Background: an optimization exercise with open tools, aiming at small area, a short achievable clock period and few clock cycles. Do not read the settings as production practice.
Only simulation tests tie the RTL to the original design; equivalence was not proved.
Power is estimated from default activity; no workload was simulated.

## flow/config.mk

```make
export PLATFORM = sky130hd
export DESIGN_NAME = divider1
export DESIGN_NICKNAME = divider1
export VERILOG_FILES = /design/flow/design.v
export SDC_FILE = /design/flow/constraint.sdc
export NUM_CORES = 8
export LEC_CHECK = 0
export CAP_MARGIN = 20
export CORE_MARGIN = 2
export CORE_UTILIZATION = 40
export SLEW_MARGIN = 20
export SYNTH_HIERARCHICAL = 1
```

## flow/constraint.sdc

```tcl
create_clock -name core_clock -period 32.0 [get_ports {clk}]
set_input_delay 6.4000 -clock core_clock [delete_from_list [all_inputs] [get_ports {clk}]]
set_output_delay 6.4000 -clock core_clock [all_outputs]
set_load 0.01 [all_outputs]
```

## flow/design.v

```verilog
module D_FF (q, d, reset, clk);
	output logic q;
	input logic d, reset, clk;
	always_ff @(posedge clk)
		if (reset)
			q <= 0;  
		else
			q <= d;  
endmodule
module FF_en(q, d, en, reset, clk);
	output q;
	input d, en, reset, clk;
	wire dat;
	D_FF ff(.q, .d(dat), .reset, .clk);
	NAND_MUX_2x1 muxs(.out(dat), .select(en), .invSelect(~en), .in({d, q}));
endmodule
module NAND_MUX_2x1(out, select, invSelect, in);
	output out;
	input select, invSelect;
	input [1:0] in;
	wire one, zero;
	nand oneNand(one, select, in[1]);
	nand zeroNand(zero, invSelect, in[0]);
	nand sumNand(out, one, zero);
endmodule
module NAND_MUX_4x1(out, select, invSelect, in);
	output out;
	input [1:0] select, invSelect;
	input [3:0] in;
	wire three, two, one, zero;
	nand zeroNand(zero, in[0], invSelect[1], invSelect[0]);
	nand oneNand(one, in[1], invSelect[1], select[0]);
	nand twoNand(two, in[2], select[1], invSelect[0]);
	nand threeNand(three, in[3], select[1], select[0]);
	nand sumNand(out, three, two, one, zero);
endmodule
module adderC65 (val1, val2, Cin, valOut);
	input logic [64:0] val1, val2;
	input logic Cin;
	output logic [64:0] valOut; 
	logic [64:0] cinToCout;
	genvar i;
	generate
		for(i=0; i<64; i++) begin : eachAdder
			full_adder adder(.S(valOut[i+1]), .Cout(cinToCout[i+1]), .A(val1[i+1]), .B(val2[i+1]), .Cin(cinToCout[i]));
		end
	endgenerate
	full_adder startAdder(.S(valOut[0]), .Cout(cinToCout[0]), .A(val1[0]), .B(val2[0]), .Cin);
endmodule
module divider1(quotient, valid_out, divisor, dividend, valid_in, rst, clk);
  output [63:0] quotient;
  output valid_out;
  input [63:0] divisor, dividend;
  input valid_in, rst, clk;
  localparam int K  = 3;                     
  localparam int DW = 67 + K;                
  localparam int JW = 5;                     
  logic          busy;
  logic          first;   
  logic          vo;
  logic [63:0]   rr;      
  logic [DW-1:0] nd;      
  logic          sbn;     
  logic [63:0]   rq;      
  logic          neg;     
  logic [JW-1:0] cnt;     
  assign valid_out = vo | quick;
  div_neg u_neg(.q(rq), .neg(neg), .y(quotient));
  wire        sa = dividend[63];
  wire        sb = divisor[63];
  wire [63:0] ma = sa ? (64'd0 - dividend) : dividend;
  wire [7:0]  t;
  wire        az, bz;
  div_len u_len(.a(dividend), .b(divisor), .t(t), .az(az), .bz(bz));
  logic [7:0]   tr;          
  logic         azr, bzr;    
  wire        zq = azr | (tr[7] & (tr != 8'hff));     
  wire        quick = first & (zq | bzr);              
  function automatic logic [JW-1:0] ncyc(input logic [6:0] x);   
    ncyc = '0;
    for (int i = 0; i < 128; i++) if (x == 7'(i)) ncyc = JW'((((i + 1) % 128) + 1) / K);
  endfunction
  wire [JW-1:0] j0 = ncyc(tr[6:0]);
  logic [DW-1:0] dsh;
  always_comb begin
    dsh = nd;
    for (int k = 0; k < JW; k++) if (first & j0[k]) dsh = (dsh << (K << k)) | ~({DW{1'b1}} << (K << k));
  end
  wire [DW-1:0] ndeff = dsh ^ {DW{first & sbn}};    
  function automatic logic [64:0] addc(input logic [DW-1:0] a, input logic [DW-1:0] b, input logic cin);
    logic [DW:0] g, p, G, P;
    g = {a & b, cin};
    p = {a ^ b, 1'b0};
    G = g; P = p;
    for (int l = 0; (1 << l) < DW + 1; l++) begin
      logic [DW:0] G2, P2;
      G2 = G; P2 = P;
      for (int i = 0; i < DW + 1; i++) begin
        if ((i >> l) & 1) begin
          G2[i] = G[i] | (P[i] & G[((i >> l) << l) - 1]);
          P2[i] = P[i] & P[((i >> l) << l) - 1];
        end
      end
      G = G2; P = P2;
    end
    addc[64] = G[DW];
    for (int i = 0; i < 64; i++) addc[i] = p[i+1] ^ G[i];
  endfunction
  logic [63:0]   rnext;
  logic [K-1:0]  qb;
  always_comb begin
    logic [63:0]   r;
    logic [64:0]   t;
    r = rr;
    for (int j = 0; j < K; j++) begin
      if (j == 0) t = addc({{(DW-64){1'b0}}, r}, nd, ~sbn);
      else        t = addc({{(DW-64){1'b0}}, r}, ~(~ndeff >> j), ~sbn);
      qb[K-1-j] = t[64] & ~(j == 0 && first);
      if (qb[K-1-j]) r = t[63:0];
    end
    rnext = r;
  end
  wire last = ((first ? j0 : cnt) == '0);
  always_ff @(posedge clk) begin
    if (rst) begin
      busy  <= 1'b0;
      first <= 1'b0;
      vo    <= 1'b0;
    end else if (!busy) begin
      busy  <= valid_in;
      first <= valid_in;
      vo    <= 1'b0;
    end else begin
      busy  <= ~last & ~quick;
      first <= 1'b0;
      vo    <= last & ~quick;
    end
  end
  always_ff @(posedge clk) begin
    if (!busy) begin
      rr    <= ma;
      nd    <= ~({{(DW-64){sb}}, divisor} << (K - 1));
      tr    <= t;
      azr   <= az;
      bzr   <= bz;
      sbn   <= sb;
      rq    <= {63'd0, bz};
      neg   <= bz ? ~sa : (sa ^ sb);
    end else begin
      rr    <= rnext;
      nd    <= ~(~ndeff >> K);
      cnt   <= (first ? j0 : cnt) - 1'b1;
      rq    <= {rq[63-K:0], qb};
    end
  end
endmodule
module div_neg(input [63:0] q, input neg, output [63:0] y);
  assign y = neg ? (64'd0 - q) : q;
endmodule
module div_len(input [63:0] a, input [63:0] b, output [7:0] t, output az, output bz);
  function automatic logic [6:0] msb(input logic [63:0] x);
    logic [63:0] v; logic [5:0] p [64];
    for (int i = 0; i < 64; i++) begin v[i] = x[i]; p[i] = 6'(i); end
    for (int l = 0; l < 6; l++) begin
      for (int i = 0; i < (32 >> l); i++) begin
        p[i] = v[2*i+1] ? p[2*i+1] : p[2*i];
        v[i] = v[2*i+1] | v[2*i];
      end
    end
    msb = {v[0], p[0]};
  endfunction
  wire [6:0]  ta = msb({1'b0, a[62:0] ^ a[63:1]});
  wire [6:0]  tb = msb({1'b0, b[62:0] ^ b[63:1]});
  wire [7:0]  ia = ta[6] ? {2'b0, ta[5:0]} : 8'hff;
  wire [7:0]  nib = tb[6] ? ~{2'b0, tb[5:0]} : 8'h00;    
  wire [8:0]  tt = {ia, 1'b1} + {nib, a[63]};
  assign t  = tt[8:1];
  assign bz = ~tb[6] & ~b[63];
  assign az = ~ta[6] & ~a[63];
endmodule
module full_adder(S, Cout, A, B, Cin);
	output S, Cout;
	input A, B, Cin;
	wire AB, AC, BC;
	xor sum(S, A, B, Cin);
	nand ab(AB, A, B);
	nand ac(AC, A, Cin);
	nand bc(BC, B, Cin);
	nand abc(Cout, AB, AC, BC);
endmodule
module mux_2x1_X65(outs, select, invSelect, ins);
	output [64:0] outs;
	input select, invSelect;
	input [1:0][64:0] ins;
		NAND_MUX_2x1 m7(.out(outs[7]), .select, .invSelect, .in({ins[1][7], ins[0][7]}));
	NAND_MUX_2x1 m6(.out(outs[6]), .select, .invSelect, .in({ins[1][6], ins[0][6]}));
	NAND_MUX_2x1 m5(.out(outs[5]), .select, .invSelect, .in({ins[1][5], ins[0][5]}));
	NAND_MUX_2x1 m4(.out(outs[4]), .select, .invSelect, .in({ins[1][4], ins[0][4]}));
	NAND_MUX_2x1 m3(.out(outs[3]), .select, .invSelect, .in({ins[1][3], ins[0][3]}));
	NAND_MUX_2x1 m2(.out(outs[2]), .select, .invSelect, .in({ins[1][2], ins[0][2]}));
	NAND_MUX_2x1 m1(.out(outs[1]), .select, .invSelect, .in({ins[1][1], ins[0][1]}));
	NAND_MUX_2x1 m0(.out(outs[0]), .select, .invSelect, .in({ins[1][0], ins[0][0]}));
		NAND_MUX_2x1 m15(.out(outs[15]), .select, .invSelect, .in({ins[1][15], ins[0][15]}));
	NAND_MUX_2x1 m14(.out(outs[14]), .select, .invSelect, .in({ins[1][14], ins[0][14]}));
	NAND_MUX_2x1 m13(.out(outs[13]), .select, .invSelect, .in({ins[1][13], ins[0][13]}));
	NAND_MUX_2x1 m12(.out(outs[12]), .select, .invSelect, .in({ins[1][12], ins[0][12]}));
	NAND_MUX_2x1 m11(.out(outs[11]), .select, .invSelect, .in({ins[1][11], ins[0][11]}));
	NAND_MUX_2x1 m10(.out(outs[10]), .select, .invSelect, .in({ins[1][10], ins[0][10]}));
	NAND_MUX_2x1 m9(.out(outs[9]), .select, .invSelect, .in({ins[1][9], ins[0][9]}));
	NAND_MUX_2x1 m8(.out(outs[8]), .select, .invSelect, .in({ins[1][8], ins[0][8]}));
		NAND_MUX_2x1 m23(.out(outs[23]), .select, .invSelect, .in({ins[1][23], ins[0][23]}));
	NAND_MUX_2x1 m22(.out(outs[22]), .select, .invSelect, .in({ins[1][22], ins[0][22]}));
	NAND_MUX_2x1 m21(.out(outs[21]), .select, .invSelect, .in({ins[1][21], ins[0][21]}));
	NAND_MUX_2x1 m20(.out(outs[20]), .select, .invSelect, .in({ins[1][20], ins[0][20]}));
	NAND_MUX_2x1 m19(.out(outs[19]), .select, .invSelect, .in({ins[1][19], ins[0][19]}));
	NAND_MUX_2x1 m18(.out(outs[18]), .select, .invSelect, .in({ins[1][18], ins[0][18]}));
	NAND_MUX_2x1 m17(.out(outs[17]), .select, .invSelect, .in({ins[1][17], ins[0][17]}));
	NAND_MUX_2x1 m16(.out(outs[16]), .select, .invSelect, .in({ins[1][16], ins[0][16]}));
		NAND_MUX_2x1 m31(.out(outs[31]), .select, .invSelect, .in({ins[1][31], ins[0][31]}));
	NAND_MUX_2x1 m30(.out(outs[30]), .select, .invSelect, .in({ins[1][30], ins[0][30]}));
	NAND_MUX_2x1 m29(.out(outs[29]), .select, .invSelect, .in({ins[1][29], ins[0][29]}));
	NAND_MUX_2x1 m28(.out(outs[28]), .select, .invSelect, .in({ins[1][28], ins[0][28]}));
	NAND_MUX_2x1 m27(.out(outs[27]), .select, .invSelect, .in({ins[1][27], ins[0][27]}));
	NAND_MUX_2x1 m26(.out(outs[26]), .select, .invSelect, .in({ins[1][26], ins[0][26]}));
	NAND_MUX_2x1 m25(.out(outs[25]), .select, .invSelect, .in({ins[1][25], ins[0][25]}));
	NAND_MUX_2x1 m24(.out(outs[24]), .select, .invSelect, .in({ins[1][24], ins[0][24]}));
		NAND_MUX_2x1 m39(.out(outs[39]), .select, .invSelect, .in({ins[1][39], ins[0][39]}));
	NAND_MUX_2x1 m38(.out(outs[38]), .select, .invSelect, .in({ins[1][38], ins[0][38]}));
	NAND_MUX_2x1 m37(.out(outs[37]), .select, .invSelect, .in({ins[1][37], ins[0][37]}));
	NAND_MUX_2x1 m36(.out(outs[36]), .select, .invSelect, .in({ins[1][36], ins[0][36]}));
	NAND_MUX_2x1 m35(.out(outs[35]), .select, .invSelect, .in({ins[1][35], ins[0][35]}));
	NAND_MUX_2x1 m34(.out(outs[34]), .select, .invSelect, .in({ins[1][34], ins[0][34]}));
	NAND_MUX_2x1 m33(.out(outs[33]), .select, .invSelect, .in({ins[1][33], ins[0][33]}));
	NAND_MUX_2x1 m32(.out(outs[32]), .select, .invSelect, .in({ins[1][32], ins[0][32]}));
		NAND_MUX_2x1 m47(.out(outs[47]), .select, .invSelect, .in({ins[1][47], ins[0][47]}));
	NAND_MUX_2x1 m46(.out(outs[46]), .select, .invSelect, .in({ins[1][46], ins[0][46]}));
	NAND_MUX_2x1 m45(.out(outs[45]), .select, .invSelect, .in({ins[1][45], ins[0][45]}));
	NAND_MUX_2x1 m44(.out(outs[44]), .select, .invSelect, .in({ins[1][44], ins[0][44]}));
	NAND_MUX_2x1 m43(.out(outs[43]), .select, .invSelect, .in({ins[1][43], ins[0][43]}));
	NAND_MUX_2x1 m42(.out(outs[42]), .select, .invSelect, .in({ins[1][42], ins[0][42]}));
	NAND_MUX_2x1 m41(.out(outs[41]), .select, .invSelect, .in({ins[1][41], ins[0][41]}));
	NAND_MUX_2x1 m40(.out(outs[40]), .select, .invSelect, .in({ins[1][40], ins[0][40]}));
		NAND_MUX_2x1 m55(.out(outs[55]), .select, .invSelect, .in({ins[1][55], ins[0][55]}));
	NAND_MUX_2x1 m54(.out(outs[54]), .select, .invSelect, .in({ins[1][54], ins[0][54]}));
	NAND_MUX_2x1 m53(.out(outs[53]), .select, .invSelect, .in({ins[1][53], ins[0][53]}));
	NAND_MUX_2x1 m52(.out(outs[52]), .select, .invSelect, .in({ins[1][52], ins[0][52]}));
	NAND_MUX_2x1 m51(.out(outs[51]), .select, .invSelect, .in({ins[1][51], ins[0][51]}));
	NAND_MUX_2x1 m50(.out(outs[50]), .select, .invSelect, .in({ins[1][50], ins[0][50]}));
	NAND_MUX_2x1 m49(.out(outs[49]), .select, .invSelect, .in({ins[1][49], ins[0][49]}));
	NAND_MUX_2x1 m48(.out(outs[48]), .select, .invSelect, .in({ins[1][48], ins[0][48]}));
		NAND_MUX_2x1 m63(.out(outs[63]), .select, .invSelect, .in({ins[1][63], ins[0][63]}));
	NAND_MUX_2x1 m62(.out(outs[62]), .select, .invSelect, .in({ins[1][62], ins[0][62]}));
	NAND_MUX_2x1 m61(.out(outs[61]), .select, .invSelect, .in({ins[1][61], ins[0][61]}));
	NAND_MUX_2x1 m60(.out(outs[60]), .select, .invSelect, .in({ins[1][60], ins[0][60]}));
	NAND_MUX_2x1 m59(.out(outs[59]), .select, .invSelect, .in({ins[1][59], ins[0][59]}));
	NAND_MUX_2x1 m58(.out(outs[58]), .select, .invSelect, .in({ins[1][58], ins[0][58]}));
	NAND_MUX_2x1 m57(.out(outs[57]), .select, .invSelect, .in({ins[1][57], ins[0][57]}));
	NAND_MUX_2x1 m56(.out(outs[56]), .select, .invSelect, .in({ins[1][56], ins[0][56]}));
		NAND_MUX_2x1 m64(.out(outs[64]), .select, .invSelect, .in({ins[1][64], ins[0][64]}));
endmodule
module mux_4x1_X65(outs, select, invSelect, ins);
	output [64:0] outs;
	input [1:0] select, invSelect;
	input [3:0][64:0] ins;
		NAND_MUX_4x1 m7(.out(outs[7]), .select, .invSelect, .in({ins[3][7], ins[2][7], ins[1][7], ins[0][7]}));
	NAND_MUX_4x1 m6(.out(outs[6]), .select, .invSelect, .in({ins[3][6], ins[2][6], ins[1][6], ins[0][6]}));
	NAND_MUX_4x1 m5(.out(outs[5]), .select, .invSelect, .in({ins[3][5], ins[2][5], ins[1][5], ins[0][5]}));
	NAND_MUX_4x1 m4(.out(outs[4]), .select, .invSelect, .in({ins[3][4], ins[2][4], ins[1][4], ins[0][4]}));
	NAND_MUX_4x1 m3(.out(outs[3]), .select, .invSelect, .in({ins[3][3], ins[2][3], ins[1][3], ins[0][3]}));
	NAND_MUX_4x1 m2(.out(outs[2]), .select, .invSelect, .in({ins[3][2], ins[2][2], ins[1][2], ins[0][2]}));
	NAND_MUX_4x1 m1(.out(outs[1]), .select, .invSelect, .in({ins[3][1], ins[2][1], ins[1][1], ins[0][1]}));
	NAND_MUX_4x1 m0(.out(outs[0]), .select, .invSelect, .in({ins[3][0], ins[2][0], ins[1][0], ins[0][0]}));
		NAND_MUX_4x1 m15(.out(outs[15]), .select, .invSelect, .in({ins[3][15], ins[2][15], ins[1][7], ins[0][15]}));
	NAND_MUX_4x1 m14(.out(outs[14]), .select, .invSelect, .in({ins[3][14], ins[2][14], ins[1][7], ins[0][14]}));
	NAND_MUX_4x1 m13(.out(outs[13]), .select, .invSelect, .in({ins[3][13], ins[2][13], ins[1][7], ins[0][13]}));
	NAND_MUX_4x1 m12(.out(outs[12]), .select, .invSelect, .in({ins[3][12], ins[2][12], ins[1][7], ins[0][12]}));
	NAND_MUX_4x1 m11(.out(outs[11]), .select, .invSelect, .in({ins[3][11], ins[2][11], ins[1][7], ins[0][11]}));
	NAND_MUX_4x1 m10(.out(outs[10]), .select, .invSelect, .in({ins[3][10], ins[2][10], ins[1][7], ins[0][10]}));
	NAND_MUX_4x1 m9(.out(outs[9]), .select, .invSelect, .in({ins[3][9], ins[2][9], ins[1][7], ins[0][9]}));
	NAND_MUX_4x1 m8(.out(outs[8]), .select, .invSelect, .in({ins[3][8], ins[2][8], ins[1][7], ins[0][8]}));
		NAND_MUX_4x1 m23(.out(outs[23]), .select, .invSelect, .in({ins[3][23], ins[2][23], ins[1][23], ins[0][23]}));
	NAND_MUX_4x1 m22(.out(outs[22]), .select, .invSelect, .in({ins[3][22], ins[2][22], ins[1][22], ins[0][22]}));
	NAND_MUX_4x1 m21(.out(outs[21]), .select, .invSelect, .in({ins[3][21], ins[2][21], ins[1][21], ins[0][21]}));
	NAND_MUX_4x1 m20(.out(outs[20]), .select, .invSelect, .in({ins[3][20], ins[2][20], ins[1][20], ins[0][20]}));
	NAND_MUX_4x1 m19(.out(outs[19]), .select, .invSelect, .in({ins[3][19], ins[2][19], ins[1][19], ins[0][19]}));
	NAND_MUX_4x1 m18(.out(outs[18]), .select, .invSelect, .in({ins[3][18], ins[2][18], ins[1][18], ins[0][18]}));
	NAND_MUX_4x1 m17(.out(outs[17]), .select, .invSelect, .in({ins[3][17], ins[2][17], ins[1][17], ins[0][17]}));
	NAND_MUX_4x1 m16(.out(outs[16]), .select, .invSelect, .in({ins[3][16], ins[2][16], ins[1][16], ins[0][16]}));
		NAND_MUX_4x1 m31(.out(outs[31]), .select, .invSelect, .in({ins[3][31], ins[2][31], ins[1][31], ins[0][31]}));
	NAND_MUX_4x1 m30(.out(outs[30]), .select, .invSelect, .in({ins[3][30], ins[2][30], ins[1][30], ins[0][30]}));
	NAND_MUX_4x1 m29(.out(outs[29]), .select, .invSelect, .in({ins[3][29], ins[2][29], ins[1][29], ins[0][29]}));
	NAND_MUX_4x1 m28(.out(outs[28]), .select, .invSelect, .in({ins[3][28], ins[2][28], ins[1][28], ins[0][28]}));
	NAND_MUX_4x1 m27(.out(outs[27]), .select, .invSelect, .in({ins[3][27], ins[2][27], ins[1][27], ins[0][27]}));
	NAND_MUX_4x1 m26(.out(outs[26]), .select, .invSelect, .in({ins[3][26], ins[2][26], ins[1][26], ins[0][26]}));
	NAND_MUX_4x1 m25(.out(outs[25]), .select, .invSelect, .in({ins[3][25], ins[2][25], ins[1][25], ins[0][25]}));
	NAND_MUX_4x1 m24(.out(outs[24]), .select, .invSelect, .in({ins[3][24], ins[2][24], ins[1][24], ins[0][24]}));
		NAND_MUX_4x1 m39(.out(outs[39]), .select, .invSelect, .in({ins[3][39], ins[2][39], ins[1][39], ins[0][39]}));
	NAND_MUX_4x1 m38(.out(outs[38]), .select, .invSelect, .in({ins[3][38], ins[2][38], ins[1][38], ins[0][38]}));
	NAND_MUX_4x1 m37(.out(outs[37]), .select, .invSelect, .in({ins[3][37], ins[2][37], ins[1][37], ins[0][37]}));
	NAND_MUX_4x1 m36(.out(outs[36]), .select, .invSelect, .in({ins[3][36], ins[2][36], ins[1][36], ins[0][36]}));
	NAND_MUX_4x1 m35(.out(outs[35]), .select, .invSelect, .in({ins[3][35], ins[2][35], ins[1][35], ins[0][35]}));
	NAND_MUX_4x1 m34(.out(outs[34]), .select, .invSelect, .in({ins[3][34], ins[2][34], ins[1][34], ins[0][34]}));
	NAND_MUX_4x1 m33(.out(outs[33]), .select, .invSelect, .in({ins[3][33], ins[2][33], ins[1][33], ins[0][33]}));
	NAND_MUX_4x1 m32(.out(outs[32]), .select, .invSelect, .in({ins[3][32], ins[2][32], ins[1][32], ins[0][32]}));
		NAND_MUX_4x1 m47(.out(outs[47]), .select, .invSelect, .in({ins[3][47], ins[2][47], ins[1][47], ins[0][47]}));
	NAND_MUX_4x1 m46(.out(outs[46]), .select, .invSelect, .in({ins[3][46], ins[2][46], ins[1][46], ins[0][46]}));
	NAND_MUX_4x1 m45(.out(outs[45]), .select, .invSelect, .in({ins[3][45], ins[2][45], ins[1][45], ins[0][45]}));
	NAND_MUX_4x1 m44(.out(outs[44]), .select, .invSelect, .in({ins[3][44], ins[2][44], ins[1][44], ins[0][44]}));
	NAND_MUX_4x1 m43(.out(outs[43]), .select, .invSelect, .in({ins[3][43], ins[2][43], ins[1][43], ins[0][43]}));
	NAND_MUX_4x1 m42(.out(outs[42]), .select, .invSelect, .in({ins[3][42], ins[2][42], ins[1][42], ins[0][42]}));
	NAND_MUX_4x1 m41(.out(outs[41]), .select, .invSelect, .in({ins[3][41], ins[2][41], ins[1][41], ins[0][41]}));
	NAND_MUX_4x1 m40(.out(outs[40]), .select, .invSelect, .in({ins[3][40], ins[2][40], ins[1][40], ins[0][40]}));
		NAND_MUX_4x1 m55(.out(outs[55]), .select, .invSelect, .in({ins[3][55], ins[2][55], ins[1][55], ins[0][55]}));
	NAND_MUX_4x1 m54(.out(outs[54]), .select, .invSelect, .in({ins[3][54], ins[2][54], ins[1][54], ins[0][54]}));
	NAND_MUX_4x1 m53(.out(outs[53]), .select, .invSelect, .in({ins[3][53], ins[2][53], ins[1][53], ins[0][53]}));
	NAND_MUX_4x1 m52(.out(outs[52]), .select, .invSelect, .in({ins[3][52], ins[2][52], ins[1][52], ins[0][52]}));
	NAND_MUX_4x1 m51(.out(outs[51]), .select, .invSelect, .in({ins[3][51], ins[2][51], ins[1][51], ins[0][51]}));
	NAND_MUX_4x1 m50(.out(outs[50]), .select, .invSelect, .in({ins[3][50], ins[2][50], ins[1][50], ins[0][50]}));
	NAND_MUX_4x1 m49(.out(outs[49]), .select, .invSelect, .in({ins[3][49], ins[2][49], ins[1][49], ins[0][49]}));
	NAND_MUX_4x1 m48(.out(outs[48]), .select, .invSelect, .in({ins[3][48], ins[2][48], ins[1][48], ins[0][48]}));
		NAND_MUX_4x1 m63(.out(outs[63]), .select, .invSelect, .in({ins[3][63], ins[2][63], ins[1][63], ins[0][63]}));
	NAND_MUX_4x1 m62(.out(outs[62]), .select, .invSelect, .in({ins[3][62], ins[2][62], ins[1][62], ins[0][62]}));
	NAND_MUX_4x1 m61(.out(outs[61]), .select, .invSelect, .in({ins[3][61], ins[2][61], ins[1][61], ins[0][61]}));
	NAND_MUX_4x1 m60(.out(outs[60]), .select, .invSelect, .in({ins[3][60], ins[2][60], ins[1][60], ins[0][60]}));
	NAND_MUX_4x1 m59(.out(outs[59]), .select, .invSelect, .in({ins[3][59], ins[2][59], ins[1][59], ins[0][59]}));
	NAND_MUX_4x1 m58(.out(outs[58]), .select, .invSelect, .in({ins[3][58], ins[2][58], ins[1][58], ins[0][58]}));
	NAND_MUX_4x1 m57(.out(outs[57]), .select, .invSelect, .in({ins[3][57], ins[2][57], ins[1][57], ins[0][57]}));
	NAND_MUX_4x1 m56(.out(outs[56]), .select, .invSelect, .in({ins[3][56], ins[2][56], ins[1][56], ins[0][56]}));
		NAND_MUX_4x1 m64(.out(outs[64]), .select, .invSelect, .in({ins[3][64], ins[2][64], ins[1][64], ins[0][64]}));
endmodule
module norifier(outs, ins1, ins0);
	output [63:0] outs;
	input [63:0] ins1, ins0;
		nor oa7(outs[7], ins1[7], ins0[7]);
	nor oa6(outs[6], ins1[6], ins0[6]);
	nor oa5(outs[5], ins1[5], ins0[5]);
	nor oa4(outs[4], ins1[4], ins0[4]);
	nor oa3(outs[3], ins1[3], ins0[3]);
	nor oa2(outs[2], ins1[2], ins0[2]);
	nor oa1(outs[1], ins1[1], ins0[1]);
	nor oa0(outs[0], ins1[0], ins0[0]);
		nor oa15(outs[15], ins1[15], ins0[15]);
	nor oa14(outs[14], ins1[14], ins0[14]);
	nor oa13(outs[13], ins1[13], ins0[13]);
	nor oa12(outs[12], ins1[12], ins0[12]);
	nor oa11(outs[11], ins1[11], ins0[11]);
	nor oa10(outs[10], ins1[10], ins0[10]);
	nor oa9(outs[9], ins1[9], ins0[9]);
	nor oa8(outs[8], ins1[8], ins0[8]);
		nor oa23(outs[23], ins1[23], ins0[23]);
	nor oa22(outs[22], ins1[22], ins0[22]);
	nor oa21(outs[21], ins1[21], ins0[21]);
	nor oa20(outs[20], ins1[20], ins0[20]);
	nor oa19(outs[19], ins1[19], ins0[19]);
	nor oa18(outs[18], ins1[18], ins0[18]);
	nor oa17(outs[17], ins1[17], ins0[17]);
	nor oa16(outs[16], ins1[16], ins0[16]);
		nor oa31(outs[31], ins1[31], ins0[31]);
	nor oa30(outs[30], ins1[30], ins0[30]);
	nor oa29(outs[29], ins1[29], ins0[29]);
	nor oa28(outs[28], ins1[28], ins0[28]);
	nor oa27(outs[27], ins1[27], ins0[27]);
	nor oa26(outs[26], ins1[26], ins0[26]);
	nor oa25(outs[25], ins1[25], ins0[25]);
	nor oa24(outs[24], ins1[24], ins0[24]);
		nor oa39(outs[39], ins1[39], ins0[39]);
	nor oa38(outs[38], ins1[38], ins0[38]);
	nor oa37(outs[37], ins1[37], ins0[37]);
	nor oa36(outs[36], ins1[36], ins0[36]);
	nor oa35(outs[35], ins1[35], ins0[35]);
	nor oa34(outs[34], ins1[34], ins0[34]);
	nor oa33(outs[33], ins1[33], ins0[33]);
	nor oa32(outs[32], ins1[32], ins0[32]);
		nor oa47(outs[47], ins1[47], ins0[47]);
	nor oa46(outs[46], ins1[46], ins0[46]);
	nor oa45(outs[45], ins1[45], ins0[45]);
	nor oa44(outs[44], ins1[44], ins0[44]);
	nor oa43(outs[43], ins1[43], ins0[43]);
	nor oa42(outs[42], ins1[42], ins0[42]);
	nor oa41(outs[41], ins1[41], ins0[41]);
	nor oa40(outs[40], ins1[40], ins0[40]);
		nor oa55(outs[55], ins1[55], ins0[55]);
	nor oa54(outs[54], ins1[54], ins0[54]);
	nor oa53(outs[53], ins1[53], ins0[53]);
	nor oa52(outs[52], ins1[52], ins0[52]);
	nor oa51(outs[51], ins1[51], ins0[51]);
	nor oa50(outs[50], ins1[50], ins0[50]);
	nor oa49(outs[49], ins1[49], ins0[49]);
	nor oa48(outs[48], ins1[48], ins0[48]);
		nor oa63(outs[63], ins1[63], ins0[63]);
	nor oa62(outs[62], ins1[62], ins0[62]);
	nor oa61(outs[61], ins1[61], ins0[61]);
	nor oa60(outs[60], ins1[60], ins0[60]);
	nor oa59(outs[59], ins1[59], ins0[59]);
	nor oa58(outs[58], ins1[58], ins0[58]);
	nor oa57(outs[57], ins1[57], ins0[57]);
	nor oa56(outs[56], ins1[56], ins0[56]);
endmodule
module registerX64(outs, ins, en, rst, clk);
	output [63:0] outs;
	input [63:0] ins;
	input en, rst, clk;
		FF_en r7(.q(outs[7]), .d(ins[7]), .en, .reset(rst), .clk);
	FF_en r6(.q(outs[6]), .d(ins[6]), .en, .reset(rst), .clk);
	FF_en r5(.q(outs[5]), .d(ins[5]), .en, .reset(rst), .clk);
	FF_en r4(.q(outs[4]), .d(ins[4]), .en, .reset(rst), .clk);
	FF_en r3(.q(outs[3]), .d(ins[3]), .en, .reset(rst), .clk);
	FF_en r2(.q(outs[2]), .d(ins[2]), .en, .reset(rst), .clk);
	FF_en r1(.q(outs[1]), .d(ins[1]), .en, .reset(rst), .clk);
	FF_en r0(.q(outs[0]), .d(ins[0]), .en, .reset(rst), .clk);
		FF_en r15(.q(outs[15]), .d(ins[15]), .en, .reset(rst), .clk);
	FF_en r14(.q(outs[14]), .d(ins[14]), .en, .reset(rst), .clk);
	FF_en r13(.q(outs[13]), .d(ins[13]), .en, .reset(rst), .clk);
	FF_en r12(.q(outs[12]), .d(ins[12]), .en, .reset(rst), .clk);
	FF_en r11(.q(outs[11]), .d(ins[11]), .en, .reset(rst), .clk);
	FF_en r10(.q(outs[10]), .d(ins[10]), .en, .reset(rst), .clk);
	FF_en r9(.q(outs[9]), .d(ins[9]), .en, .reset(rst), .clk);
	FF_en r8(.q(outs[8]), .d(ins[8]), .en, .reset(rst), .clk);
		FF_en r23(.q(outs[23]), .d(ins[23]), .en, .reset(rst), .clk);
	FF_en r22(.q(outs[22]), .d(ins[22]), .en, .reset(rst), .clk);
	FF_en r21(.q(outs[21]), .d(ins[21]), .en, .reset(rst), .clk);
	FF_en r20(.q(outs[20]), .d(ins[20]), .en, .reset(rst), .clk);
	FF_en r19(.q(outs[19]), .d(ins[19]), .en, .reset(rst), .clk);
	FF_en r18(.q(outs[18]), .d(ins[18]), .en, .reset(rst), .clk);
	FF_en r17(.q(outs[17]), .d(ins[17]), .en, .reset(rst), .clk);
	FF_en r16(.q(outs[16]), .d(ins[16]), .en, .reset(rst), .clk);
		FF_en r31(.q(outs[31]), .d(ins[31]), .en, .reset(rst), .clk);
	FF_en r30(.q(outs[30]), .d(ins[30]), .en, .reset(rst), .clk);
	FF_en r29(.q(outs[29]), .d(ins[29]), .en, .reset(rst), .clk);
	FF_en r28(.q(outs[28]), .d(ins[28]), .en, .reset(rst), .clk);
	FF_en r27(.q(outs[27]), .d(ins[27]), .en, .reset(rst), .clk);
	FF_en r26(.q(outs[26]), .d(ins[26]), .en, .reset(rst), .clk);
	FF_en r25(.q(outs[25]), .d(ins[25]), .en, .reset(rst), .clk);
	FF_en r24(.q(outs[24]), .d(ins[24]), .en, .reset(rst), .clk);
		FF_en r39(.q(outs[39]), .d(ins[39]), .en, .reset(rst), .clk);
	FF_en r38(.q(outs[38]), .d(ins[38]), .en, .reset(rst), .clk);
	FF_en r37(.q(outs[37]), .d(ins[37]), .en, .reset(rst), .clk);
	FF_en r36(.q(outs[36]), .d(ins[36]), .en, .reset(rst), .clk);
	FF_en r35(.q(outs[35]), .d(ins[35]), .en, .reset(rst), .clk);
	FF_en r34(.q(outs[34]), .d(ins[34]), .en, .reset(rst), .clk);
	FF_en r33(.q(outs[33]), .d(ins[33]), .en, .reset(rst), .clk);
	FF_en r32(.q(outs[32]), .d(ins[32]), .en, .reset(rst), .clk);
		FF_en r47(.q(outs[47]), .d(ins[47]), .en, .reset(rst), .clk);
	FF_en r46(.q(outs[46]), .d(ins[46]), .en, .reset(rst), .clk);
	FF_en r45(.q(outs[45]), .d(ins[45]), .en, .reset(rst), .clk);
	FF_en r44(.q(outs[44]), .d(ins[44]), .en, .reset(rst), .clk);
	FF_en r43(.q(outs[43]), .d(ins[43]), .en, .reset(rst), .clk);
	FF_en r42(.q(outs[42]), .d(ins[42]), .en, .reset(rst), .clk);
	FF_en r41(.q(outs[41]), .d(ins[41]), .en, .reset(rst), .clk);
	FF_en r40(.q(outs[40]), .d(ins[40]), .en, .reset(rst), .clk);
		FF_en r55(.q(outs[55]), .d(ins[55]), .en, .reset(rst), .clk);
	FF_en r54(.q(outs[54]), .d(ins[54]), .en, .reset(rst), .clk);
	FF_en r53(.q(outs[53]), .d(ins[53]), .en, .reset(rst), .clk);
	FF_en r52(.q(outs[52]), .d(ins[52]), .en, .reset(rst), .clk);
	FF_en r51(.q(outs[51]), .d(ins[51]), .en, .reset(rst), .clk);
	FF_en r50(.q(outs[50]), .d(ins[50]), .en, .reset(rst), .clk);
	FF_en r49(.q(outs[49]), .d(ins[49]), .en, .reset(rst), .clk);
	FF_en r48(.q(outs[48]), .d(ins[48]), .en, .reset(rst), .clk);
		FF_en r63(.q(outs[63]), .d(ins[63]), .en, .reset(rst), .clk);
	FF_en r62(.q(outs[62]), .d(ins[62]), .en, .reset(rst), .clk);
	FF_en r61(.q(outs[61]), .d(ins[61]), .en, .reset(rst), .clk);
	FF_en r60(.q(outs[60]), .d(ins[60]), .en, .reset(rst), .clk);
	FF_en r59(.q(outs[59]), .d(ins[59]), .en, .reset(rst), .clk);
	FF_en r58(.q(outs[58]), .d(ins[58]), .en, .reset(rst), .clk);
	FF_en r57(.q(outs[57]), .d(ins[57]), .en, .reset(rst), .clk);
	FF_en r56(.q(outs[56]), .d(ins[56]), .en, .reset(rst), .clk);
endmodule
module registerX65(outs, ins, en, rst, clk);
	output [64:0] outs;
	input [64:0] ins;
	input en, rst, clk;
		FF_en r7(.q(outs[7]), .d(ins[7]), .en, .reset(rst), .clk);
	FF_en r6(.q(outs[6]), .d(ins[6]), .en, .reset(rst), .clk);
	FF_en r5(.q(outs[5]), .d(ins[5]), .en, .reset(rst), .clk);
	FF_en r4(.q(outs[4]), .d(ins[4]), .en, .reset(rst), .clk);
	FF_en r3(.q(outs[3]), .d(ins[3]), .en, .reset(rst), .clk);
	FF_en r2(.q(outs[2]), .d(ins[2]), .en, .reset(rst), .clk);
	FF_en r1(.q(outs[1]), .d(ins[1]), .en, .reset(rst), .clk);
	FF_en r0(.q(outs[0]), .d(ins[0]), .en, .reset(rst), .clk);
		FF_en r15(.q(outs[15]), .d(ins[15]), .en, .reset(rst), .clk);
	FF_en r14(.q(outs[14]), .d(ins[14]), .en, .reset(rst), .clk);
	FF_en r13(.q(outs[13]), .d(ins[13]), .en, .reset(rst), .clk);
	FF_en r12(.q(outs[12]), .d(ins[12]), .en, .reset(rst), .clk);
	FF_en r11(.q(outs[11]), .d(ins[11]), .en, .reset(rst), .clk);
	FF_en r10(.q(outs[10]), .d(ins[10]), .en, .reset(rst), .clk);
	FF_en r9(.q(outs[9]), .d(ins[9]), .en, .reset(rst), .clk);
	FF_en r8(.q(outs[8]), .d(ins[8]), .en, .reset(rst), .clk);
		FF_en r23(.q(outs[23]), .d(ins[23]), .en, .reset(rst), .clk);
	FF_en r22(.q(outs[22]), .d(ins[22]), .en, .reset(rst), .clk);
	FF_en r21(.q(outs[21]), .d(ins[21]), .en, .reset(rst), .clk);
	FF_en r20(.q(outs[20]), .d(ins[20]), .en, .reset(rst), .clk);
	FF_en r19(.q(outs[19]), .d(ins[19]), .en, .reset(rst), .clk);
	FF_en r18(.q(outs[18]), .d(ins[18]), .en, .reset(rst), .clk);
	FF_en r17(.q(outs[17]), .d(ins[17]), .en, .reset(rst), .clk);
	FF_en r16(.q(outs[16]), .d(ins[16]), .en, .reset(rst), .clk);
		FF_en r31(.q(outs[31]), .d(ins[31]), .en, .reset(rst), .clk);
	FF_en r30(.q(outs[30]), .d(ins[30]), .en, .reset(rst), .clk);
	FF_en r29(.q(outs[29]), .d(ins[29]), .en, .reset(rst), .clk);
	FF_en r28(.q(outs[28]), .d(ins[28]), .en, .reset(rst), .clk);
	FF_en r27(.q(outs[27]), .d(ins[27]), .en, .reset(rst), .clk);
	FF_en r26(.q(outs[26]), .d(ins[26]), .en, .reset(rst), .clk);
	FF_en r25(.q(outs[25]), .d(ins[25]), .en, .reset(rst), .clk);
	FF_en r24(.q(outs[24]), .d(ins[24]), .en, .reset(rst), .clk);
		FF_en r39(.q(outs[39]), .d(ins[39]), .en, .reset(rst), .clk);
	FF_en r38(.q(outs[38]), .d(ins[38]), .en, .reset(rst), .clk);
	FF_en r37(.q(outs[37]), .d(ins[37]), .en, .reset(rst), .clk);
	FF_en r36(.q(outs[36]), .d(ins[36]), .en, .reset(rst), .clk);
	FF_en r35(.q(outs[35]), .d(ins[35]), .en, .reset(rst), .clk);
	FF_en r34(.q(outs[34]), .d(ins[34]), .en, .reset(rst), .clk);
	FF_en r33(.q(outs[33]), .d(ins[33]), .en, .reset(rst), .clk);
	FF_en r32(.q(outs[32]), .d(ins[32]), .en, .reset(rst), .clk);
		FF_en r47(.q(outs[47]), .d(ins[47]), .en, .reset(rst), .clk);
	FF_en r46(.q(outs[46]), .d(ins[46]), .en, .reset(rst), .clk);
	FF_en r45(.q(outs[45]), .d(ins[45]), .en, .reset(rst), .clk);
	FF_en r44(.q(outs[44]), .d(ins[44]), .en, .reset(rst), .clk);
	FF_en r43(.q(outs[43]), .d(ins[43]), .en, .reset(rst), .clk);
	FF_en r42(.q(outs[42]), .d(ins[42]), .en, .reset(rst), .clk);
	FF_en r41(.q(outs[41]), .d(ins[41]), .en, .reset(rst), .clk);
	FF_en r40(.q(outs[40]), .d(ins[40]), .en, .reset(rst), .clk);
		FF_en r55(.q(outs[55]), .d(ins[55]), .en, .reset(rst), .clk);
	FF_en r54(.q(outs[54]), .d(ins[54]), .en, .reset(rst), .clk);
	FF_en r53(.q(outs[53]), .d(ins[53]), .en, .reset(rst), .clk);
	FF_en r52(.q(outs[52]), .d(ins[52]), .en, .reset(rst), .clk);
	FF_en r51(.q(outs[51]), .d(ins[51]), .en, .reset(rst), .clk);
	FF_en r50(.q(outs[50]), .d(ins[50]), .en, .reset(rst), .clk);
	FF_en r49(.q(outs[49]), .d(ins[49]), .en, .reset(rst), .clk);
	FF_en r48(.q(outs[48]), .d(ins[48]), .en, .reset(rst), .clk);
		FF_en r63(.q(outs[63]), .d(ins[63]), .en, .reset(rst), .clk);
	FF_en r62(.q(outs[62]), .d(ins[62]), .en, .reset(rst), .clk);
	FF_en r61(.q(outs[61]), .d(ins[61]), .en, .reset(rst), .clk);
	FF_en r60(.q(outs[60]), .d(ins[60]), .en, .reset(rst), .clk);
	FF_en r59(.q(outs[59]), .d(ins[59]), .en, .reset(rst), .clk);
	FF_en r58(.q(outs[58]), .d(ins[58]), .en, .reset(rst), .clk);
	FF_en r57(.q(outs[57]), .d(ins[57]), .en, .reset(rst), .clk);
	FF_en r56(.q(outs[56]), .d(ins[56]), .en, .reset(rst), .clk);
		FF_en r64(.q(outs[64]), .d(ins[64]), .en, .reset(rst), .clk);
endmodule
module xnorifier(outs, ins1, ins0);
	output [63:0] outs;
	input [63:0] ins1, ins0;
		xnor  xoa7(outs[7], ins1[7], ins0[7]);
	xnor xoa6(outs[6], ins1[6], ins0[6]);
	xnor xoa5(outs[5], ins1[5], ins0[5]);
	xnor xoa4(outs[4], ins1[4], ins0[4]);
	xnor xoa3(outs[3], ins1[3], ins0[3]);
	xnor xoa2(outs[2], ins1[2], ins0[2]);
	xnor xoa1(outs[1], ins1[1], ins0[1]);
	xnor xoa0(outs[0], ins1[0], ins0[0]);
		xnor xoa15(outs[15], ins1[15], ins0[15]);
	xnor xoa14(outs[14], ins1[14], ins0[14]);
	xnor xoa13(outs[13], ins1[13], ins0[13]);
	xnor xoa12(outs[12], ins1[12], ins0[12]);
	xnor xoa11(outs[11], ins1[11], ins0[11]);
	xnor xoa10(outs[10], ins1[10], ins0[10]);
	xnor xoa9(outs[9], ins1[9], ins0[9]);
	xnor xoa8(outs[8], ins1[8], ins0[8]);
		xnor xoa23(outs[23], ins1[23], ins0[23]);
	xnor xoa22(outs[22], ins1[22], ins0[22]);
	xnor xoa21(outs[21], ins1[21], ins0[21]);
	xnor xoa20(outs[20], ins1[20], ins0[20]);
	xnor xoa19(outs[19], ins1[19], ins0[19]);
	xnor xoa18(outs[18], ins1[18], ins0[18]);
	xnor xoa17(outs[17], ins1[17], ins0[17]);
	xnor xoa16(outs[16], ins1[16], ins0[16]);
		xnor xoa31(outs[31], ins1[31], ins0[31]);
	xnor xoa30(outs[30], ins1[30], ins0[30]);
	xnor xoa29(outs[29], ins1[29], ins0[29]);
	xnor xoa28(outs[28], ins1[28], ins0[28]);
	xnor xoa27(outs[27], ins1[27], ins0[27]);
	xnor xoa26(outs[26], ins1[26], ins0[26]);
	xnor xoa25(outs[25], ins1[25], ins0[25]);
	xnor xoa24(outs[24], ins1[24], ins0[24]);
		xnor xoa39(outs[39], ins1[39], ins0[39]);
	xnor xoa38(outs[38], ins1[38], ins0[38]);
	xnor xoa37(outs[37], ins1[37], ins0[37]);
	xnor xoa36(outs[36], ins1[36], ins0[36]);
	xnor xoa35(outs[35], ins1[35], ins0[35]);
	xnor xoa34(outs[34], ins1[34], ins0[34]);
	xnor xoa33(outs[33], ins1[33], ins0[33]);
	xnor xoa32(outs[32], ins1[32], ins0[32]);
		xnor xoa47(outs[47], ins1[47], ins0[47]);
	xnor xoa46(outs[46], ins1[46], ins0[46]);
	xnor xoa45(outs[45], ins1[45], ins0[45]);
	xnor xoa44(outs[44], ins1[44], ins0[44]);
	xnor xoa43(outs[43], ins1[43], ins0[43]);
	xnor xoa42(outs[42], ins1[42], ins0[42]);
	xnor xoa41(outs[41], ins1[41], ins0[41]);
	xnor xoa40(outs[40], ins1[40], ins0[40]);
		xnor xoa55(outs[55], ins1[55], ins0[55]);
	xnor xoa54(outs[54], ins1[54], ins0[54]);
	xnor xoa53(outs[53], ins1[53], ins0[53]);
	xnor xoa52(outs[52], ins1[52], ins0[52]);
	xnor xoa51(outs[51], ins1[51], ins0[51]);
	xnor xoa50(outs[50], ins1[50], ins0[50]);
	xnor xoa49(outs[49], ins1[49], ins0[49]);
	xnor xoa48(outs[48], ins1[48], ins0[48]);
		xnor xoa63(outs[63], ins1[63], ins0[63]);
	xnor xoa62(outs[62], ins1[62], ins0[62]);
	xnor xoa61(outs[61], ins1[61], ins0[61]);
	xnor xoa60(outs[60], ins1[60], ins0[60]);
	xnor xoa59(outs[59], ins1[59], ins0[59]);
	xnor xoa58(outs[58], ins1[58], ins0[58]);
	xnor xoa57(outs[57], ins1[57], ins0[57]);
	xnor xoa56(outs[56], ins1[56], ins0[56]);
endmodule
```

## flow/flow/run.sh

```bash
#!/bin/bash
# Own flow: the standard layout (standard synthesis, floorplan, placement,
# CTS, routing); only the timing repair is asked to leave a setup margin,
# and port buffers use another buffer cell. Clock and constraints unchanged.
set -e
bash standard.sh SETUP_SLACK_MARGIN=22 "BUFFER_PORTS_ARGS=-buffer_cell sky130_fd_sc_hd__buf_1" finish > standard_finish.log 2>&1
```

## flow/standard.sh

```bash
#!/bin/bash
# synth_recipe.tcl (not shown) runs the flow's synth.tcl, then flattens the netlist and writes it again
# the make line also repeats each setting of config.mk as NAME=value (left out here)
make -C /OpenROAD-flow-scripts/flow DESIGN_CONFIG=/design/flow/config.mk WORK_HOME=/design/flow/orfs CLKGATE_MAP_FILE= SYNTH_SCRIPT=/design/flow/synth_recipe.tcl "${@:-finish}"
```

==> notes.md, run 1 <==
Final Util roughly half; total track usage between 20 and 30%; count of hold-fix buffers inserted at cts 0; via count of the routed design between 20000 and 30000; crit path from tr[5]; Reg-to-Reg End rr[54]; I/O Pins 196; number of cells on the worst hold path 1; Slew HR between 20% and 30%; Final Max Tran Viols 0; core region area 0.0675 mm²; actual slew at the worst max-slew pin between 1000 and 1500 ps; Post-synth ARST share 0%; ratio of routed vias to standard cells 6.19; Avg WL per Cell 23.7 µm; effective utilization at floorplan 40.6%; length of the first detailed-routing pass in iterations 6; violation count after the first detailed-routing iteration between 2000 and 3000; Fmax achieved just under 100 MHz; Clk Tree Root Cell sky130_fd_sc_hd__clkbuf_16; crit path DAT about 11000 ps; sequential share of the synthesized area about 16%; share of total power in sequential cells between 10% and 20%; required arrival time at the worst endpoint about 32000 ps; most area-hungry cell type in the Yosys netlist sky130_fd_sc_hd__dfxtp_1; kind of start point of the critical path flip-flop; switching power of the nets ~1700 µW; RSZ-0062 raised after global routing yes; final clock skew about 30 ps; Routed WL 112 mm; cell family contributing the most delay on the critical path compound AO/OA/AOI/OAI gates; global-route wire length before repair 159 mm; worst hold path type flip-flop to flip-flop; Hold Vio Cnt, Final 0; number of cell instances on the worst register-to-register path 46; detailed-placement wirelength estimate just under 80 mm; Critical Path Slowest Stage Cell sky130_fd_sc_hd__a221oi_4; number of buffer cells added on primary ports 195; syn nets about 3900; share of post-route cells with drive strength above 1 a little under a fifth; number of antenna violations at the first check in global routing 3; cell count along the critical path 46; chip height about 270 µm; maximum number of pins on one net before global-route repair approximately 150; Worst Setup Path Type flip-flop to flip-flop; gp weighted congestion between 0.9 and 1; Total Negative Setup Slacks 0 ps; cells taking the most area after synthesis sky130_fd_sc_hd__dfxtp_1 (15%), sky130_fd_sc_hd__xnor2_1 (9.3%), sky130_fd_sc_hd__ha_1 (9.1%); number of clock buffers inserted by TritonCTS 28; row cnt between 90 and 100; pwr dens ~99 mW/mm²; Num Clock Sinks approximately 220; EDFF count, synth 17; maximum level of the CTS H-tree 1; leftover overflow at the end of global routing 0; setup-violating endpoint count in the final report 0; sw frac 50.8%; die width about 270 µm; worst-case hold slack about 500 ps; max-cap violations 0; CP Capture Type flip-flop; Power Internal between 1500 and 2000 µW; # diodes 0; CTS tree built; Clock Latency Late Sink around 600 ps; Yosys warning total 10; number of nets with antenna violations after detailed routing 0; launch point of the worst reg-to-reg path tr[5]; setup slack of the most critical reg-to-reg path between 20000 and 25000 ps; Longest Clk Path Bufs 3; Critical Path End rr[54]; vias in the first global route between 20000 and 30000; crit-path most repeated cell sky130_fd_sc_hd__a21oi_4; syn avg cell area around 7.6 µm²; area growth from synthesis to layout 24.2%; clock transition at the registers of the reported paths roughly 70 ps; register bit total from synthesis around 220; Net count, final between 4000 and 5000; Clk network pwr share between 10 and 15%; combinational power share between 70 and 80%; post-route DRC violation count 0; most common flop cell mapped by yosys sky130_fd_sc_hd__dfxtp_1; number of distinct library cells after synthesis between 100 and 150; number of buffer and inverter instances along the worst setup path 8; area of the die 0.0706 mm²; gate count of the mapped netlist roughly 3600; leakage component of the power about 0.014 µW; Post-Place Cells 4526; run status complete, no violations; Peak VDD IR between 0.00004 and 0.00005 V; crit path time final 10100 ps; slowest cell delay on critical path 440 ps; final clock period utilization by the worst path 31.6%; synthesized area roughly 0.027 mm²; post-synth top area share 14.5%; number of standard cells in the final layout excluding fillers approximately 4700; crit-path max FO 14
## layout by cell type, fill, tap and decap left out, types with 17 or more instances in the layout
cell                          n
sky130_fd_sc_hd__nand2_1    405
sky130_fd_sc_hd__nor2_1     273
sky130_fd_sc_hd__xnor2_1    259
sky130_fd_sc_hd__buf_1      192
sky130_fd_sc_hd__dfxtp_1    187
sky130_fd_sc_hd__a21oi_1    177
sky130_fd_sc_hd__ha_1       165
sky130_fd_sc_hd__o21ai_0    160
sky130_fd_sc_hd__buf_4      127
sky130_fd_sc_hd__mux2i_1    113
sky130_fd_sc_hd__nand3_1    104
sky130_fd_sc_hd__inv_1       88
sky130_fd_sc_hd__and2_1      82
sky130_fd_sc_hd__a21o_1      75
sky130_fd_sc_hd__mux2_2      70
sky130_fd_sc_hd__xor2_1      68
sky130_fd_sc_hd__a31oi_1     67
sky130_fd_sc_hd__nand2b_1    56
sky130_fd_sc_hd__nor2b_1     55
sky130_fd_sc_hd__nor3_1      51
sky130_fd_sc_hd__clkbuf_16   44
sky130_fd_sc_hd__or4_1       43
sky130_fd_sc_hd__o31ai_1     41
sky130_fd_sc_hd__o22ai_1     39
sky130_fd_sc_hd__or3_1       39
sky130_fd_sc_hd__o21a_1      37
sky130_fd_sc_hd__a31o_4      37
sky130_fd_sc_hd__ha_4        29
sky130_fd_sc_hd__or2_2       27
sky130_fd_sc_hd__xnor2_2     27
sky130_fd_sc_hd__o21ai_1     24
sky130_fd_sc_hd__a211oi_1    21
sky130_fd_sc_hd__o21bai_1    21
sky130_fd_sc_hd__and3_1      20
sky130_fd_sc_hd__nand4_1     19
sky130_fd_sc_hd__a21oi_2     18
sky130_fd_sc_hd__o211ai_1    17
sky130_fd_sc_hd__fa_1        17
sky130_fd_sc_hd__edfxtp_1    17
## repair_timing
item                                    CTS  global route
pin swaps                                33            77
endpoints found under the setup margin   73            68
cloned                                    8            22
setup buffers                            68            48
resized for setup                       148           323
## worst min-delay path by stage
stage	from	to
3_3_place_gp	rq[1]	rq[4]
4_1_cts	rq[1]	rq[4]
3_5_place_dp	rq[29]	rq[32]
2_1_floorplan	rq[1]	rq[4]
5_1_grt	rq[32]	rq[35]
6_report	rq[1]	rq[4]
## per-module statistics from Yosys (local to each module, per instance)
module,times used,flip-flops and latches,cells inside
div_len,1,0,529
div_neg,1,0,209
divider1,1,216,2857
## power groups by stage
stage               clock (µW)  sequential [µW]  combinational, µW
global route               356              401               2810
CTS                        346              392               2230
detailed placement           0              406               2050
finish                     343              401               2620
floorplan                    0              356               1600
global placement             0              406               2060
## layer usage
layer / wire length (µm) / vias to the layer above / track usage, %
li1: - / 13700 / -
met1: 46900 / 13800 / 40.3
met2: 48800 / 1490 / 44.9
met3: 10500 / 297 / 3.78
met4: 5780 / 4 / 11.3
met5: 22 / - / 0
## cell families after synthesis
kind of cell / after synthesis / share of synthesized area [%]
AO/OA/AOI/OAI: 1014 / 25.3
XOR/XNOR: 358 / 11.4
adder cells (fa/ha/maj): 218 / 10.5
buffers and inverters: 274 / 4.30
flip-flops: 216 / 16.4
multiplexers: 211 / 8.17
AND/OR/NAND/NOR: 1304 / 23.8
## area by class of cell
cell class / count / area (µm²)
sequential: 216 / 4510
tap: 873 / 1090
clock inverter: 12 / 191
clock buffer: 40 / 796
multi-input combinational: 3108 / 24100
fill: 6415 / 33500
timing repair buffer: 383 / 2920
inverter: 94 / 354
## synth_stat cells, drive strengths merged (19+ instances only)
library cell and number:
ha 199, a21oi 203, nor4 26, o21bai 22, nor2b 55, or3 43, mux2 74, o31ai 49
a31o 51, or2 29, o41ai 26, o21ai 194, mux2i 135, and2 83, nor3 58, nand3 108
clkbuf 115, nand2 424, a211oi 35, and3 22, nand2b 57, a31oi 89, o21a 39, xnor2 290
nand4 20, buf 65, or4 57, a21o 76, xor2 68, nor2 289, dfxtp 199, o22ai 45
inv 93, fa 19
## registers in the layout (all words and copies together), names as in the netlist
register and count:
azr 1, busy 1, bzr 1, cnt 5
first 1, nd 68, neg 1, rq 64
rr 64, sbn 1, tr 8, vo 1
## stage by stage
stage	power, µW	setup slack (ps)	area [µm²]
after floorplan	1960	22020	27400
after global placement	2470	18480	28800
after detailed placement	2460	18360	28800
after CTS	2960	21980	31300
after global routing	3570	21720	34000
final	3360	21900	34000
Testbench counts, summed over its fixed seeds: cycles 6,098.
==> run 2, diff against run 1 <==
==> flow/flow/run.sh (replaced) <==
#!/bin/bash
# Own flow: the standard layout (standard synthesis, floorplan, placement,
# CTS, routing); only the timing repair is asked to leave a setup margin,
# and port buffers use another buffer cell. Clock and constraints unchanged.
set -e
bash standard.sh SETUP_SLACK_MARGIN=21.5 "BUFFER_PORTS_ARGS=-buffer_cell sky130_fd_sc_hd__buf_1" finish > standard_finish.log 2>&1
--- a/flow/config.mk
+++ b/flow/config.mk
@@ -9,4 +9,5 @@
 export CORE_MARGIN = 2
 export CORE_UTILIZATION = 40
+export PLACE_DENSITY = 0.8
 export SLEW_MARGIN = 20
 export SYNTH_HIERARCHICAL = 1
==> run 2 against run 1 <==
Net effect:
- core utilization is 3.9 points lower
- critical path type unchanged
- total power fell by 8.9%
- critical path depth is 1 lower
- largest cell class unchanged
- critical endpoint is now rr[7]
- largest power group unchanged
==> notes.md, run 2 <==
Top Registers nd: 68 flops, rq: 64 flops, rr: 64 flops; CP Capture Type flip-flop; top metal layer carrying routed signals met5; pwr dens 97.6 mW/mm² (-1.3%); crit-path max FO 46 (+32); kind of start point of the critical path flip-flop; Num Clock Sinks 216 (unchanged); ratio of routed vias to standard cells 6.35 (+2.6%); Longest Clk Path Bufs 3 (unchanged); final clock skew 29.1 ps (-1.16 ps); clock transition at the registers of the reported paths 60 ps (about the same); slowest cell delay on critical path 490 ps (+50 ps); final clock period utilization by the worst path 32.4% (+0.81 points); register bit total from synthesis 216 (unchanged); syn nets 3944 (unchanged); Worst Setup Path Type flip-flop to flip-flop; chip height 266 µm (unchanged); row cnt 95 (unchanged); crit-path most repeated cell sky130_fd_sc_hd__a21oi_4; met2 WL 43.7 mm (-11%); cells taking the most area after synthesis sky130_fd_sc_hd__dfxtp_1 (15%), sky130_fd_sc_hd__xnor2_1 (9.3%), sky130_fd_sc_hd__ha_1 (9.1%); Routed WL 105 mm (-6.3%); maximum number of pins on one net before global-route repair 78 (-49%); Largest Register nd; number of distinct library cells after synthesis 114 (unchanged); setup-violating endpoint count in the final report 0 (unchanged); required arrival time at the worst endpoint 32500 ps (+70 ps); number of standard cells in the final layout excluding fillers 4643 (-1.8%); total track usage 28.1% (-0.74 points); CTS tree built; Critical Path Slowest Stage Cell sky130_fd_sc_hd__a221oi_4; leftover overflow at the end of global routing 0 (unchanged); worst hold path type flip-flop to flip-flop; leakage component of the power 0.0128 µW (-6.2%); number of clock buffers inserted by TritonCTS 28 (unchanged); effective utilization at floorplan 40.6% (unchanged); area of the die 0.0706 mm² (unchanged); max-cap violations 0 (unchanged); most common flop cell mapped by yosys sky130_fd_sc_hd__dfxtp_1; RSZ-0062 raised after global routing no; library cell with the highest instance count after synthesis sky130_fd_sc_hd__nand2_1; actual slew at the worst max-slew pin 1050 ps (-89.3 ps); Post-Place Cells 4513 (-0.29%); sequential share of the synthesized area 16.4% (unchanged); die width 266 µm (unchanged); vias in the first global route 26800 (+1.9%); gp weighted congestion 1.04 (+4.3%); length of the first detailed-routing pass in iterations 8 (+2); violation count after the first detailed-routing iteration 3922 (+31%); Total Negative Setup Slacks 0 ps (unchanged); Avg WL per Cell 22.6 µm (-4.7%); leading cell types in the layout, fill and taps excluded sky130_fd_sc_hd__nand2_1 (419), sky130_fd_sc_hd__nor2_1 (281), sky130_fd_sc_hd__xnor2_1 (272); commonest non-fill, non-tap cell in the layout sky130_fd_sc_hd__nand2_1; run status complete, no violations; most numerous cell types in the synthesized netlist sky130_fd_sc_hd__nand2_1 (421), sky130_fd_sc_hd__xnor2_1 (290), sky130_fd_sc_hd__nor2_1 (286); Clk Tree Root Cell sky130_fd_sc_hd__clkbuf_16; Post-synth ARST share 0% (unchanged); Slew HR 29.4% (+5.5 points); Clock Latency Late Sink 600 ps (about the same); global-route wire length before repair 156 mm (-1.8%); syn avg cell area 7.62 µm² (unchanged); crit path DAT 10860 ps (+330 ps); maximum level of the CTS H-tree 1 (unchanged); EDFF count, synth 17 (unchanged); DR WL met3 12.8 mm (+21%); I/O Pins 196 (unchanged); Yosys warning total 10 (unchanged); number of buffer cells added on primary ports 195 (unchanged); Fmax achieved 96.5 MHz (-2.5%); total routed wire length on the met1 layer 40.0 mm (-15%); area growth from synthesis to layout 14.6%; via count of the routed design 29500 (+0.78%); post-synth top area share 14.5% (unchanged); number of nets with antenna violations after detailed routing 0 (unchanged); Net count, final 4098 (-2.0%); Final Max Tran Viols 0 (unchanged); core region area 0.0675 mm² (unchanged); share of post-route cells with drive strength above 1 12.9% (-6.1 points); post-route DRC violation count 0 (unchanged); max reg flops 68 (unchanged); Peak VDD IR 0.0000519 V (+26%); number of antenna violations at the first check in global routing 7 (+4); gate count of the mapped netlist 3595 (unchanged); synthesized area 0.0274 mm² (unchanged); most area-hungry cell type in the Yosys netlist sky130_fd_sc_hd__dfxtp_1; detailed-placement wirelength estimate 74.8 mm (-4.2%); Hold Vio Cnt, Final 0 (unchanged); crit path time final 10360 ps (+258 ps)
run 2: Yosys stat by module, one instance, submodules excluded:
module | flip-flops and latches | area, µm² | times used | cells
divider1 | 216 | 22600 | 1 | 2857
div_len | 0 | 3140 | 1 | 529
div_neg | 0 | 1660 | 1 | 209
run 2: metal layers:
metal | vias to the layer above | global-route usage (%)
li1 | 13500 | -
met1 | 13700 | 35.5
met2 | 1867 | 42.9
met3 | 449 | 7.34
met4 | 14 | 17.1
met5 | - | 0
run 2: area by class of cell:
cell class | instances | area, µm²
sequential | 216 | 4510
fill | 6505 | 36100
timing repair buffer | 297 | 1830
clock inverter | 9 | 119
multi-input combinational | 3112 | 22600
inverter | 94 | 354
clock buffer | 41 | 852
antenna | 1 | 2.50
tap | 873 | 1090
run 2: path summary, 6_finish.rpt:
check	start	to	depth (start not counted)	slack, ps
worst min-delay path	rq[1]	rq[4]	1	490
worst max-delay path	tr[5]	rr[7]	45	21640
worst max register to register	tr[5]	rr[7]	45	21640
worst min register to register	rq[1]	rq[4]	1	490
run 2: stage by stage:
stage	hold slack, ps	utilization, %	worst slack [ps]	cell area [µm²]	total power [µW]
6_report	493	46.5	21640	31400	3060
4_1_cts	499	45.4	21500	30600	2870
3_3_place_gp	468	42.5	18980	28700	2390
2_1_floorplan	458	-	22020	27400	1960
5_1_grt	520	46.5	21340	31400	3250
3_5_place_dp	485	42.5	18770	28700	2420
run 2: critical path: cells and delay by family, from the launching register on:
kind	cells	cell delay (ps)
DFF	1	440
xor gates and xnor gates	1	310
AOI/OAI and AO/OA	29	6460
buffers and inverters	7	1360
and+or+nand+nor	5	660
adders and majority gates	2	630
muxes	1	310
run 2: kinds of logic after synthesis:
family          Yosys count  synth area share, %
simple gates           1304                 23.8
compound gates         1014                 25.3
xor+xnor                358                 11.4
buf+inv                 274                 4.30
fa+ha+maj               218                 10.5
flops                   216                 16.4
mux                     211                 8.17
run 2: where the power goes:
group / internal (µW) / total (µW) / switching (µW)
sequential: 327 / 394 / 67.0
combinational: 964 / 2330 / 1370
clock: 201 / 337 / 136
run 2: repair_timing:
action / CTS / global route
hold buffers: 0 / 0
pin swaps: 13 / 19
cloned: 14 / 2
endpoints found under the setup margin: 67 / 68
setup buffers: 32 / 30
resized for setup: 75 / 103
==> run 3, diff against run 2 <==
--- a/flow/config.mk
+++ b/flow/config.mk
@@ -9,5 +9,4 @@
 export CORE_MARGIN = 2
 export CORE_UTILIZATION = 40
-export PLACE_DENSITY = 0.8
 export SLEW_MARGIN = 20
 export SYNTH_HIERARCHICAL = 1
==> run 3 against run 2 <==
Net effect:
- sequential share of layout area is 0.11 points lower
- non-clock buffer count is 21 higher
- critical path depth is 1 lower
- clock power is 2% higher
- sequential power hardly changed
- core utilization is 0.33 points higher
- clock-buffer cell count is 1 lower
- first-iteration DRC count is 23% lower
- setup slack better by 110 ps
- critical path type unchanged
- cell count is 0.41% higher
- combinational power hardly changed
- synthesized cell count stayed put
==> notes.md, run 3 <==
run status complete, no violations; most area-hungry cell type in the Yosys netlist sky130_fd_sc_hd__dfxtp_1; syn avg cell area 7.62 µm² (unchanged); detailed-placement wirelength estimate 78.0 mm (+4.3%); commonest non-fill, non-tap cell in the layout sky130_fd_sc_hd__nand2_1; post-synth top area share 14.5% (unchanged); Post-synth ARST share 0% (unchanged); number of cells on the worst hold path 1 (unchanged); area growth from synthesis to layout 15.4%; cells taking the most area after synthesis sky130_fd_sc_hd__dfxtp_1 (15%), sky130_fd_sc_hd__xnor2_1 (9.3%), sky130_fd_sc_hd__ha_1 (9.1%); maximum number of pins on one net before global-route repair 152 (+95%); row cnt 95 (unchanged); Reg-to-Reg End rr[61]; total routed wire length on the met1 layer 46.0 mm (+15%); endpoint of the worst hold path rq[4]; number of antenna violations at the first check in global routing 3 (-4); clock transition at the registers of the reported paths 70 ps (about the same); effective utilization at floorplan 40.6% (unchanged); global-route wire length before repair 157 mm (+0.37%); Synth Area in Adders 10.5% (unchanged); setup slack of the most critical reg-to-reg path 21750 ps (+110 ps); top metal layer carrying routed signals met5; switching power of the nets 1560 µW (-0.71%); via count of the routed design 28600 (-3.0%); crit-path max FO 21 (-54%); EDFF count, synth 17 (unchanged); Placed Area 0.0288 mm² (+0.38%); vias in the first global route 26100 (-2.7%); setup slack of the critical path after layout 21750 ps (+107 ps); cell family contributing the most delay on the critical path compound AO/OA/AOI/OAI gates; Critical Path Slowest Stage Cell sky130_fd_sc_hd__edfxtp_1; most common flop cell mapped by yosys sky130_fd_sc_hd__dfxtp_1; Slew HR 28.6% (-0.85 points); Net count, final 4116 (+0.44%); worst setup slack after placement 18360 ps (-414 ps); final clock skew 32.8 ps (+3.74 ps); synthesized area 0.0274 mm² (unchanged); Clk network pwr share 11.1% (about the same); Hold Vio Cnt, Final 0 (unchanged); dominant combinational cell family by area after synthesis compound AO/OA/AOI/OAI gates; CP Capture Type flip-flop; leading cell types in the layout, fill and taps excluded sky130_fd_sc_hd__nand2_1 (417), sky130_fd_sc_hd__nor2_1 (277), sky130_fd_sc_hd__xnor2_1 (266); library cell with the highest instance count after synthesis sky130_fd_sc_hd__nand2_1; area of the die 0.0706 mm² (unchanged); number of distinct library cells after synthesis 114 (unchanged); Largest Register nd; Synth Area in Compound Gates 25.3% (unchanged); number of clock buffers inserted by TritonCTS 28 (unchanged); Top Registers nd: 68 flops, rq: 64 flops, rr: 64 flops; die width 266 µm (unchanged); number of buffer and inverter instances along the worst setup path 6 (-1); Non-Filler Cell Area, Final 0.0316 mm² (+0.72%); Longest Clk Path Bufs 3 (unchanged); max-cap violations 0 (unchanged); Power Internal 1520 µW (+1.6%); Peak VDD IR 0.0000410 V (-21%); worst hold path type flip-flop to flip-flop; ratio of routed vias to standard cells 6.14 (-3.4%); kind of start point of the critical path flip-flop; Clk Tree Root Cell sky130_fd_sc_hd__clkbuf_16; Num Clock Sinks 216 (unchanged); launch point of the worst reg-to-reg path tr[4]; number of buffer cells added on primary ports 195 (unchanged); sequential share of the synthesized area 16.4% (unchanged); XOR/XNOR Fraction of Synth Area 11.4% (unchanged); share of post-route cells with drive strength above 1 13.6% (+0.70 points); total track usage 28.4% (+0.28 points); chip height 266 µm (unchanged); required arrival time at the worst endpoint 32500 ps (about the same); Clock Latency Late Sink 600 ps (about the same); met2 WL 45.8 mm (+4.9%)
## run 3: cell counts after synthesis
No cell type changed its count.
## run 3: cell type report
class / instances / area, µm²
Clock buffer: 40 / 796
Clock inverter: 12 / 191
Fill cell: 6726 / 35900
Inverter: 94 / 354
Multi-Input combinational cell: 3109 / 22700
Sequential cell: 216 / 4500
Tap cell: 873 / 1090
Timing Repair Buffer: 318 / 1990
## run 3: power groups by stage
stage          combinational (µW)  sequential, µW  clock, µW
6_report                     2340             397        343
5_1_grt                      2540             398        356
4_1_cts                      2170             391        346
3_5_place_dp                 2050             406          0
3_3_place_gp                 2060             406          0
2_1_floorplan                1600             356          0
## run 3: Yosys stat by module (local to each module, per instance)
module	times used	cells inside
divider1	1	2857
div_neg	1	209
div_len	1	529
## run 3: timing repair
action	CTS	global route
buffers inserted	38	34
resized for setup	75	128
setup endpoints to repair	71	68
gates cloned	5	5
hold buffers	0	0
pin swaps	12	30
## run 3: worst max path at each step
stage	end	slack, ps	cells past startpoint	start
detailed placement	rr[54]	18360	42	tr[6]
global placement	rr[54]	18480	42	tr[6]
global route	rr[33]	21460	45	tr[5]
finish	rr[61]	21750	44	tr[4]
CTS	rr[52]	21500	42	tr[6]
floorplan	rr[59]	22020	12	dividend[40]
## run 3: routing by layer
metal	up-vias	global-route usage (%)
met5	-	0
met4	4	11.2
met3	231	4.46
met2	1322	43.9
met1	13500	39.4
li1	13600	-
## run 3: stage by stage
step                total power, µW  cells  util, %
global route                   3290   4662     46.8
CTS                            2900   4621     45.3
floorplan                      1960   3595        -
finish                         3080   4662     46.8
detailed placement             2460   4526     42.7
global placement               2470   4526     42.7
## run 3: kinds of logic after synthesis
kind of cell,after synthesis
xor+xnor,358
simple gates,1304
mux,211
compound gates,1014
fa+ha+maj,218
buf+inv,274
flops,216

-- static timing again, ports no longer ideal --
Ports are ideal in the flow. The routed layouts listed here were re-timed in OpenROAD. Step 1 sets driving cells, clkbuf_16 on the clock port and buf_2 on the other inputs (assumed; they add their load-dependent delay and slew). Step 2 times the ports against the registers' clock, not the clock port: input delays grow and output delays shrink by t, the midpoint of the rising clock arrivals with the driver on. Slacks: ideal ports / drivers / drivers and shift; pairs: ideal ports / drivers.
| run | t, ns | setup WS [ns] |
|---|---|---|
| run 1 | 0.644 | 21.899 / 21.899 / 21.474 |
| run 2 | 0.643 | 21.640 / 21.640 / 21.131 |
| run 3 | 0.652 | 21.747 / 21.747 / 21.133 |
After both steps setup and hold are still met in every run listed.
